Context: an optimization exercise on an open-source flow, tuned for small area, a short achievable clock period and few clock cycles per item. The choices shown serve that exercise and are no tape-out recipe. The RTL was checked by simulation tests, not by an equivalence proof against the original design.

==> flow/design.v (outline; a module is shown in full before it is edited, if it fits) <==
// module fa: 4 lines
// module ha: 4 lines
// module hai: 4 lines
// module bc: 4 lines
// module gc: 3 lines
// module sq_mod_p: 1143 lines
// module sq_mod_q: 1776 lines
// module crt_s: 1008 lines
// module crt_x: 495 lines
// module decode_7seg: 26 lines
// module bbs_generator: 62 lines
module bbs_generator(
    input  wire CLOCK_50,
    input  wire res,
    input  wire [63:0] seed,
    output wire [9:0] LEDR,
    output reg  valid,
    output wire [63:0] x_out,
    output wire [6:0] HEX0,
    output wire [6:0] HEX1,
    output wire [6:0] HEX2,
    output wire [6:0] HEX3,
    output wire [6:0] HEX4,
    output wire [6:0] HEX5
);
  // ...
==> flow/run.sh <==
#!/bin/bash
# synth_recipe.tcl (not shown) runs the flow's synth.tcl, then flattens the netlist and writes it again
# the make line also repeats each setting of config.mk as NAME=value (left out here)
make -C /OpenROAD-flow-scripts/flow DESIGN_CONFIG=/design/flow/config.mk WORK_HOME=/design/flow/orfs CLKGATE_MAP_FILE= SYNTH_SCRIPT=/design/flow/synth_recipe.tcl finish
==> flow/config.mk <==
export PLATFORM = sky130hd
export DESIGN_NAME = bbs_generator
export DESIGN_NICKNAME = bbs_generator
export VERILOG_FILES = /design/flow/design.v
export SDC_FILE = /design/flow/constraint.sdc
export NUM_CORES = 4
export LEC_CHECK = 0
export CAP_MARGIN = 20
export CORE_MARGIN = 2
export CORE_UTILIZATION = 60
export PLACE_DENSITY = 0.7
export SETUP_SLACK_MARGIN = 3
export SLEW_MARGIN = 20
export SYNTH_HIERARCHICAL = 1
export SYNTH_MINIMUM_KEEP_SIZE = 0
==> flow/constraint.sdc <==
create_clock -name core_clock -period 12.0 [get_ports {CLOCK_50}]
set_input_delay 2.4000 -clock core_clock [delete_from_list [all_inputs] [get_ports {CLOCK_50}]]
set_output_delay 2.4000 -clock core_clock [all_outputs]
set_load 0.01 [all_outputs]
==> results_tabular.tex, run 1 <==
\begin{tabular}{lr}
\hline
Metric & Value \\
\hline
\multicolumn{2}{l}{\textbf{Clocking}} \\
CTS tree & done \\
Clock root buffer & sky130\_fd\_sc\_hd\_\_clkbuf\_16 \\
Number of buffers inserted to repair setup after CTS & 84 \\
\multicolumn{2}{l}{\textbf{Critical path}} \\
Launching point of the worst reg2reg path & b\_reg[12] \\
Worst path bufs/invs & 3 \\
End point of the critical path & b\_reg[21] \\
\multicolumn{2}{l}{\textbf{Cells and area}} \\
Clock network share of area & 0.9566\% \\
Fraction of layout cells with a size suffix above 1 & 12.83\% \\
Fraction of area in multi-input gates & 81.21\% \\
Total area of multi-input combinational cells & 0.04982 mm2 \\
Max-area cell class & multi-input combinational cells \\
\multicolumn{2}{l}{\textbf{Synth}} \\
Area share of xor/xnor cells in the synthesized design & 3.647\% \\
Post-synth top area cell & sky130\_fd\_sc\_hd\_\_fa\_1 \\
Synthesized flop and latch total & 152 \\
Commonest register cell after synthesis & sky130\_fd\_sc\_hd\_\_dfrtp\_1 \\
Portion of netlist area occupied by mux cells & 0.9708\% \\
\multicolumn{2}{l}{\textbf{Drt}} \\
M1 WL & 68.86 mm \\
Vias per cell & 6.277 \\
\multicolumn{2}{l}{\textbf{Timing}} \\
Headroom to the max-slew limit & 32.46\% \\
Transition at the pin with the smallest max-transition slack & 1013 ps \\
\multicolumn{2}{l}{\textbf{Worst hold path}} \\
Terminating pin of the worst hold path & phase[0] \\
Cell depth of the worst min-delay path & 1 \\
\multicolumn{2}{l}{\textbf{Floorplan}} \\
Tapcell count & 1186 \\
\multicolumn{2}{l}{\textbf{Run status}} \\
Run status & no timing/DRC/antenna violations \\
\hline
\end{tabular}
Testbench counts, summed over its fixed seeds: cycles 216, numbers 192.
==> inputs of run 2 (changes only) <==
--- a/flow/config.mk
+++ b/flow/config.mk
@@ -8,8 +8,7 @@
 export CAP_MARGIN = 20
 export CORE_MARGIN = 2
 export CORE_UTILIZATION = 60
-export PLACE_DENSITY = 0.7
-export SETUP_SLACK_MARGIN = 3
+export SETUP_SLACK_MARGIN = 3.25
 export SLEW_MARGIN = 20
 export SYNTH_HIERARCHICAL = 1
 export SYNTH_MINIMUM_KEEP_SIZE = 0
==> run 2 against run 1 <==
Effect of this change: cell count up 1.7%; register-to-register slack better by 100 ps; cell area up 2.9%; clock skew up 2.4 ps; critical path depth grew 1; via count rose by 1.4%; worst hold slack worse by 4.6 ps; global-route usage increased by 0.83 points; sequential cell count is the same; critical path type unchanged; largest cell class unchanged; highest routed layer unchanged.
==> results_tabular.tex, run 2 <==
\begin{tabular}{lr}
\hline
Metric & Value \\
\hline
\multicolumn{2}{l}{\textbf{Run status}} \\
Run status & no timing/DRC/antenna violations \\
\multicolumn{2}{l}{\textbf{Synth}} \\
Synth Area in Compound Gates & 9.394\% \\
Synth Warn \# & 8 \\
Netlist area before placement & 0.05503 mm2 \\
Main area contributors after synthesis & sky130\_fd\_sc\_hd\_\_fa\_1 51\%, sky130\_fd\_sc\_hd\_\_ha\_1 7.2\%, sky130\_fd\_sc\_hd\_\_dfrtp\_1 6.9\% \\
Number of standard cells after synthesis & 5258 \\
Commonest register cell after synthesis & sky130\_fd\_sc\_hd\_\_dfrtp\_1 \\
Synthesized flop and latch total & 152 (unchanged) \\
Async set or reset register ratio after synthesis & 100.0\% \\
Number of distinct library cells after synthesis & 72 \\
Synthesized-area fraction occupied by and/or/nand/nor cells & 16.74\% \\
Post-synth top area cell & sky130\_fd\_sc\_hd\_\_fa\_1 \\
Most numerous cell in the Yosys netlist & sky130\_fd\_sc\_hd\_\_fa\_1 \\
Largest family of logic cells by synthesized area & adder cells \\
Seq/Total Area, Yosys & 6.912\% \\
Portion of netlist area occupied by mux cells & 0.9708\% (unchanged) \\
Area share of xor/xnor cells in the synthesized design & 3.647\% (unchanged) \\
Synth Area per Inst & 10.47 um2 \\
Number of synthesized flops with an enable pin & 0 \\
Portion of synthesized cell area occupied by the leading cell type & 51.07\% \\
Top cell types by occurrence after synthesis & 1404 x sky130\_fd\_sc\_hd\_\_fa\_1, 993 x sky130\_fd\_sc\_hd\_\_nand2\_1, 508 x sky130\_fd\_sc\_hd\_\_and2\_1 \\
Adder and majority gate portion of the synthesized area & 58.26\% \\
\multicolumn{2}{l}{\textbf{Critical path}} \\
CP Max Fanout & 7 \\
Launch point of the worst path & b\_reg[30] \\
Launching point of the worst reg2reg path & b\_reg[30] \\
Cell repeated most along the worst path & sky130\_fd\_sc\_hd\_\_fa\_1 \\
Max stage delay cell, worst path & sky130\_fd\_sc\_hd\_\_fa\_1 \\
Crit Reg-Reg Endpoint & b\_reg[4] \\
End point of the critical path & b\_reg[4] \\
Startpoint class of the critical path & flop \\
Crit path DAT & 9180 ps \\
CP Data Required Time & 12310 ps \\
WS Path Type & reg -> reg \\
Category of the worst setup path capture point & flop \\
Number of cell instances on the worst register-to-register path & 29 \\
Largest stage delay on the critical path & 580 ps \\
\multicolumn{2}{l}{\textbf{Run}} \\
Maximum capacitance violations & 0 \\
\multicolumn{2}{l}{\textbf{GRT}} \\
Met2 demand-to-capacity share in global routing & 62.52\% \\
Initial antenna violation count & 2 \\
Via count of the first global-routing pass & 45970 \\
Wire length of the first global-routing pass & 280.7 mm \\
Fraction of met3 tracks used by global routing & 12.53\% \\
GRT overflow & 0 \\
Layer carrying the most global-route usage & met2 \\
Maximum number of pins on one net before global-route repair & 65 \\
Routing usage on met1 & 53.54\% \\
Global Route Usage Sum & 40.38\% \\
\multicolumn{2}{l}{\textbf{Floorplan}} \\
Core Box Area & 0.09125 mm2 \\
Die area & 0.09416 mm2 \\
Die Wd & 306.9 um \\
Die height & 306.9 um \\
\# IOs & 183 \\
Effective utilization at floorplan & 60.31\% \\
Number of cell rows & 111 \\
\multicolumn{2}{l}{\textbf{Drt}} \\
Total number of vias & 42600 \\
Number of nets with antenna violations after detailed routing & 0 \\
Vias per cell & 6.254 (-0.36\%) \\
Total wire length after detailed routing & 187.6 mm \\
WL/cell & 27.54 um \\
Remaining DRCs & 0 \\
First-pass iteration count of the detailed router & 8 \\
Violation count after the first detailed-route iteration & 4078 \\
\multicolumn{2}{l}{\textbf{Clocking}} \\
CTS tree & done \\
Clock Sink Count & 152 \\
Maximum level of the CTS H-tree & 4 \\
CTS buffer count & 17 \\
Clock root buffer & sky130\_fd\_sc\_hd\_\_clkbuf\_16 \\
Clock latency reported for the late side of the worst-skew pair & 500 ps \\
Clk buf depth & 2 \\
CTS clk-pin slew, worst paths & 70 ps \\
\multicolumn{2}{l}{\textbf{Timing}} \\
Transition at the pin with the smallest max-transition slack & 1116 ps (+103.2 ps) \\
Headroom to the max-slew limit & 25.58\% (-6.9 points) \\
Worst setup skew after layout & 15.71 ps \\
Maximum frequency from static timing analysis & 112.8 MHz \\
Minimum period implied by the final worst setup slack & 8864 ps \\
Aggregate negative setup slack & 0 ps \\
Period Utilization, post-route & 73.87\% \\
Final hold violation count & 0 \\
RSZ-0062 raised after global routing & yes \\
Post-Route Hold Slack & 475.3 ps \\
Number of pins exceeding their max-slew limit in the final report & 0 \\
Final setup violation count & 0 \\
\multicolumn{2}{l}{\textbf{Placement}} \\
Placed Instance Area & 0.05804 mm2 \\
Count of port buffers added during placement & 172 \\
Hpwl dp & 136.7 mm \\
Last weighted congestion value of the routability-driven placer & 1.024 \\
\multicolumn{2}{l}{\textbf{Cells and area}} \\
Area of all placed cells without fillers & 0.06309 mm2 \\
Utilization after layout & 69.15\% \\
Fraction of layout cells with a size suffix above 1 & 16.17\% (+3.3 points) \\
Most common cell after layout, fill and taps aside & sky130\_fd\_sc\_hd\_\_fa\_1 \\
Growth of design area from synthesis to finish & 14.65\% \\
Post-layout nets & 7396 \\
Most used cells in the layout excluding fill and tap cells & 1320 x sky130\_fd\_sc\_hd\_\_fa\_1, 985 x sky130\_fd\_sc\_hd\_\_nand2\_1, 494 x sky130\_fd\_sc\_hd\_\_and2\_1, 405 x sky130\_fd\_sc\_hd\_\_a21o\_1, 297 x sky130\_fd\_sc\_hd\_\_buf\_4 \\
Filler instances & 6998 \\
\multicolumn{2}{l}{\textbf{Worst hold path}} \\
Worst hold path type & reg -> reg \\
\hline
\end{tabular}
-- run 2: per-module statistics from Yosys, one instance, submodules excluded --
module / area [um2] / cells / flops+latches / copies in the design
gc: 7.507 / 1 / 0 / 64
crt_s: 1725 / 247 / 0 / 1
bc: 13.76 / 2 / 0 / 347
sq_mod_q: 4245 / 873 / 0 / 1
decode_7seg: 232.7 / 29 / 0 / 6
ha: 12.51 / 1 / 0 / 237
hai: 27.53 / 5 / 0 / 24
fa: 20.02 / 1 / 0 / 1403
bbs_generator: 5414 / 389 / 152 / 1
crt_x: 1530 / 248 / 0 / 1
sq_mod_p: 3752 / 809 / 0 / 1
-- run 2: metrics by stage --
| stage | std cells | setup WS [ps] |
|---|---|---|
| floorplan | 5274 | 3253 |
| global placement | 6490 | 1400 |
| detailed placement | 6490 | 1320 |
| CTS | 6651 | 3239 |
| global route | 6809 | 2988 |
| finish | 6811 | 3136 |
-- run 2: how the worst min path moves through the flow --
stage	start	endpoint	slack (ps)	cells after the start
after floorplan	b_reg[0]	bq_reg[0]	450	0
after global placement	phase[0]	phase[0]	460	1
after detailed placement	phase[0]	phase[0]	460	1
after CTS	phase[0]	phase[0]	480	1
after global routing	phase[0]	phase[0]	520	1
final	phase[0]	phase[0]	480	1
-- run 2: layout make-up --
cell class | count | area [um2] | area share (%)
antenna | 2 | 5.005 | 0.007932
timing repair buffer | 573 | 5608 | 8.888
inverter | 286 | 1207 | 1.914
clock inverter | 14 | 157.7 | 0.2499
clock buffer | 18 | 429.2 | 0.6802
tap | 1186 | 1484 | 2.352
multi-input combinational | 4580 | 50290 | 79.70
sequential | 152 | 3914 | 6.203
-- run 2: timing repair --
action,4_1_cts,5_1_grt
setup buffers,122,150
hold buffers,0,0
pin swaps,48,70
gates cloned,7,8
resized for setup,342,224
setup endpoints to repair,88,88
-- run 2: cells by family after synthesis --
kind of cell               Yosys count
AOI/OAI and AO/OA                  670
xor gates and xnor gates           227
adders and majority gates         1720
buffers and inverters              546
DFF                                152
muxes                               38
other                                3
and+or+nand+nor                   1902
-- run 2: metal layers --
layer / vias to the layer above / wire length, um
met5: - / 181
met4: 6 / 9277
met3: 582 / 22020
met2: 2713 / 85360
met1: 21850 / 70760
li1: 17440 / -
-- run 2: worst max-delay path, delay by kind of cell (launching register included) --
| family | cells | cell delay [ps] |
|---|---|---|
| adders and majority gates | 12 | 5170 |
| DFF | 1 | 560 |
| xor gates and xnor gates | 1 | 160 |
| and+or+nand+nor | 6 | 780 |
| buffers and inverters | 4 | 640 |
| muxes | 1 | 290 |
| AOI/OAI and AO/OA | 5 | 1060 |

separate check: timing with driven ports:
In the flow no input, the clock included, has a driving cell. The finished layouts below were timed again as built, in two steps. Step 1, drivers: a clkbuf_16 drives CLOCK_50 and a buf_2 each remaining input, both assumed. Step 2 also shifts input and output timing later by t, the mid clock arrival at the registers, as if the neighbouring blocks saw the same clock. Three values: ideal ports, drivers, drivers and shift; two values: the first two.
run | t (ns) | setup WS [ns] | worst setup path after step 2
run 1 | 0.558 | 3.036 / 3.036 / 2.812 | input to register
run 2 | 0.563 | 3.136 / 3.136 / 2.823 | input to register
After both steps setup and hold are still met in every run listed. The setup slack of run 2, which loses most, moves by 0.000 ns with the drivers and by -0.313 ns with both steps.
